This design comes from an exercise in tuning for small area, a short achievable clock period and few clock cycles on the open sky130 flow, not from production work.
The RTL was checked by simulation tests, not by an equivalence proof against the original design.
Power is estimated from default activity; no workload was simulated.

==> flow/design.v <==
`timescale 1 ps / 1 ps
module day2pt2(
  input  logic clk,
  input  logic rst,
  input logic tvalid_rx,
  output logic tready_rx,
  input logic [7:0] tdata_rx,
  input logic tlast_rx,
  output logic tvalid_tx,
  input logic tready_tx,
  output logic [31:0] tdata_tx,
  output logic tlast_tx
);
localparam logic [31:0] CUT = 32'h0411_1110;  
logic       clr;         
logic       rv;          
logic       rl;          
logic [6:0] rd;          
always @(posedge clk) begin
  clr <= rst;
  rv <= ~rst & tvalid_rx & tready_rx;
  rl <= tlast_rx;
  rd <= tdata_rx[6:0];
end
logic is_digit;
assign is_digit = ~rd[6] & rd[4] & ~(rd[3] & rd[1]);
logic       prevd;       
logic       sp;          
logic [6:0] v;           
logic       pR, pG, pB;  
logic       wR, wG, wB;  
logic       urgent;      
logic       end_flag;    
logic [6:0] mR, mG, mB;
logic [6:0] A;
logic       st1, st2;    
logic [2:0] cnt;         
logic       m1;          
logic       en2;         
logic [31:0] acc;
logic [31:0] cr;         
logic busy, last, pend, go;
assign busy = st1 | st2;
assign last = (cnt == 3'd6);
assign pend = pR | pG | pB;
logic [6:0] msel;
assign msel = ({7{pR}} & mR) | ({7{pG}} & mG) | ({7{pB}} & mB);
logic gt;
always_comb begin
  logic g, e;
  g = 1'b0; e = 1'b1;
  for (int i = 6; i >= 0; i--) begin
    g = g | (e & v[i] & ~msel[i]);
    e = e & ~(v[i] ^ msel[i]);
  end
  gt = g;
end
logic [6:0] vn;
always_comb begin
  logic [6:0] x, y, z, s, cs;
  logic c;
  x = prevd ? {v[3:0], 3'b0} : 7'd0;
  y = prevd ? {2'b0, v[3:0], 1'b0} : 7'd0;
  z = {3'b0, rd[3:0]};
  cs[0] = 1'b0;
  for (int i = 0; i < 7; i++) s[i] = x[i] ^ y[i] ^ z[i];
  for (int i = 0; i < 6; i++) cs[i+1] = (x[i] & y[i]) | (x[i] & z[i]) | (y[i] & z[i]);
  c = 1'b0;
  for (int i = 0; i < 7; i++) begin
    vn[i] = s[i] ^ cs[i] ^ c;
    c = (s[i] & cs[i]) | (s[i] & c) | (cs[i] & c);
  end
end
logic [7:0] sum1;
always_comb begin
  logic c, c0, c1, b;
  logic [2:0] h0, h1;
  c = 1'b0;
  for (int i = 0; i < 4; i++) begin
    b = m1 & mR[i];
    sum1[i] = A[i] ^ b ^ c;
    c = (A[i] & b) | (A[i] & c) | (b & c);
  end
  c0 = 1'b0; c1 = 1'b1;
  for (int i = 4; i < 7; i++) begin
    b = m1 & mR[i];
    h0[i-4] = A[i] ^ b ^ c0;
    h1[i-4] = A[i] ^ b ^ c1;
    c0 = (A[i] & b) | (A[i] & c0) | (b & c0);
    c1 = (A[i] & b) | (A[i] & c1) | (b & c1);
  end
  sum1[6:4] = c ? h1 : h0;
  sum1[7]   = c ? c1 : c0;
end
logic [19:0] T;
assign T = {A, mG, mR[5:0]};
logic [31:0] addend;
assign addend = {12'd0, T & {20{en2}}};
logic [31:0] accn;
logic [31:0] crn;
always_comb begin
  logic c;
  c = 1'b0;
  crn = '0;
  for (int i = 0; i < 32; i++) begin
    if (CUT[i]) begin
      crn[i] = c;
      c = cr[i];
    end
    accn[i] = acc[i] ^ addend[i] ^ c;
    c = (acc[i] & addend[i]) | (acc[i] & c) | (addend[i] & c);
  end
end
logic carries;
assign carries = |(cr & CUT);
logic end_c;             
assign end_c = end_flag | (rv & rl);
assign go = end_c & ~busy & ~pend;
logic cmp;               
assign cmp = pend & ~busy;
logic st1_n, st2_n;
assign st1_n = go | (st1 & ~last);
assign st2_n = (st1 & last) | (st2 & ~last);
logic pR_n, pG_n, pB_n, pend_n, urgent_n, end_n;
logic newc;
assign newc = rv & sp;
assign pR_n = newc ? ( rd[4])          : (pR & ~cmp);
assign pG_n = newc ? (~rd[4] &  rd[0]) : (pG & ~cmp);
assign pB_n = newc ? (~rd[4] & ~rd[0]) : (pB & ~cmp);
assign pend_n   = pR_n | pG_n | pB_n;
assign urgent_n = pend_n & pend & (urgent | (rv & ~rd[6]));
assign end_n    = end_c & ~go;
logic busy_n;
assign busy_n = st1_n | st2_n;
logic stall_n;
assign stall_n = (pend_n & urgent_n & busy_n) |
                 (end_n & (busy_n | pend_n));
logic idle_r;
always @(posedge clk) begin
  idle_r <= ~end_flag & ~busy & ~rv & ~pend & ~carries & ~(tvalid_rx & tready_rx);
  tready_rx <= ~rst & ~stall_n;
  tvalid_tx <= ~rst & ~clr & (tvalid_tx | (tready_tx & idle_r));
end
always @(posedge clk) begin
  if (clr) begin
    prevd <= 1'b0;
    sp <= 1'b0;
    pR <= 1'b0;
    pG <= 1'b0;
    pB <= 1'b0;
    wR <= 1'b0;
    wG <= 1'b0;
    wB <= 1'b0;
    urgent <= 1'b0;
    end_flag <= 1'b0;
    st1 <= 1'b0;
    st2 <= 1'b0;
    cnt <= 3'd0;
    m1 <= 1'b0;
    en2 <= 1'b0;
  end else begin
    if (rv) begin
      prevd <= is_digit;
      sp <= prevd & ~rd[4];
    end
    pR <= pR_n;
    pG <= pG_n;
    pB <= pB_n;
    wR <= cmp & gt & pR;
    wG <= cmp & gt & pG;
    wB <= cmp & gt & pB;
    urgent <= urgent_n;
    end_flag <= end_n;
    st1 <= st1_n;
    st2 <= st2_n;
    cnt <= (busy & ~last) ? cnt + 3'd1 : 3'd0;
    m1 <= st1_n & (st1 ? mG[1] : (wG ? v[0] : mG[0]));
    en2 <= st2_n & (st2 ? mB[5] : mB[6]);
  end
end
always @(posedge clk) begin
  if (rv & is_digit) v <= vn;
end
always @(posedge clk) begin
  if (clr) A <= '0;
  else A <= sum1[7:1];
end
always @(posedge clk) begin
  if (clr) begin
    mR <= '0;
    mG <= '0;
    mB <= '0;
  end else begin
    if (busy) begin
      if (st2 & last) mG <= '0;
      else mG <= {sum1[0], mG[6:1]};
    end else if (wG) mG <= v;
    if (last) mR <= '0;
    else if (st2) mR <= {1'b0, mG[0], mR[5:1]};
    else if (wR & ~busy) mR <= v;
    if (st2) mB <= {mB[5:0], 1'b0};
    else if (wB & ~busy) mB <= v;
  end
end
always @(posedge clk) begin
  if (clr) begin
    acc <= '0;
    cr <= '0;
  end else begin
    acc <= accn;
    cr <= crn & CUT;
  end
end
assign tdata_tx = acc;
assign tlast_tx = tvalid_tx;
endmodule
export LEC_CHECK = 0
export CAP_MARGIN = 20
export CORE_MARGIN = 2
export CORE_UTILIZATION = 40
export SLEW_MARGIN = 20
create_clock -name core_clock -period 10.0 [get_ports {clk}]
standard.sh (not shown) runs the stock make flow with config.mk's settings and CLKGATE_MAP_FILE= SYNTH_SCRIPT=/design/flow/synth_recipe.tcl, a recipe that flattens the netlist after the stock synthesis.
==> flow/flow/run.sh <==
#!/bin/bash
# The standard layout, with plain buffers on the ports instead of the delay
# buffers buffer_ports picks by default, a smaller clock tree, and timing
# repair aimed at a shorter period than the clock's.
set -euo pipefail
export BUFFER_PORTS_ARGS="-buffer_cell sky130_fd_sc_hd__buf_1"
export CTS_ARGS="-sink_clustering_enable -repair_clock_nets -buf_list sky130_fd_sc_hd__clkbuf_8 -sink_clustering_size 40 -dont_use_dummy_load"
export SETUP_SLACK_MARGIN=7.25
bash standard.sh > make_finish.log 2>&1
The baseline completed without violations.
Testbench counts at the start, summed over its fixed seeds: cycles 53,690.
==> next run, changes <==
--- a/flow/flow/run.sh
+++ b/flow/flow/run.sh
@@ -3,2 +3 @@
-# buffers buffer_ports picks by default, a smaller clock tree, and timing
-# repair aimed at a shorter period than the clock's.
+# buffers buffer_ports picks by default, and a smaller clock tree.
@@ -8 +6,0 @@
-export SETUP_SLACK_MARGIN=7.25
Result: The new run finished with timing, DRC and antenna clean. First-iteration DRC count came out higher by about 33%. Setup slack is worse by 0.11 ns. Clock skew barely changes. Utilization came out lower by 3.9 points. Die area does not change. Non-clock buffer count came out lower by 19. Sequential cell count stays the same. Total power hardly moves.

==> re-timing with driven ports <==
In the flow no input, the clock included, has a driving cell. The finished layouts below were timed again as built, in two steps.
Step 1, drivers: a clkbuf_16 drives clk and a buf_2 each remaining input, both assumed.
Step 2 adds t to the input delays and takes it off the output delays; t is the mean of the earliest and latest rising clock arrival at the registers after step 1. Input paths then give back, and output paths get back, about the clock's delay inside the block.
Three values: no drivers, after step 1, after step 2; two values: the first two.
| run | t (ns) | setup slack, ns | worst setup path at the end |
|---|---|---|---|
| the first run | 0.398 | 7.155 / 7.123 / 7.431 | register to register |
| the second run | 0.397 | 7.049 / 7.017 / 7.343 | register to register |
After both steps every run listed still meets setup and hold.
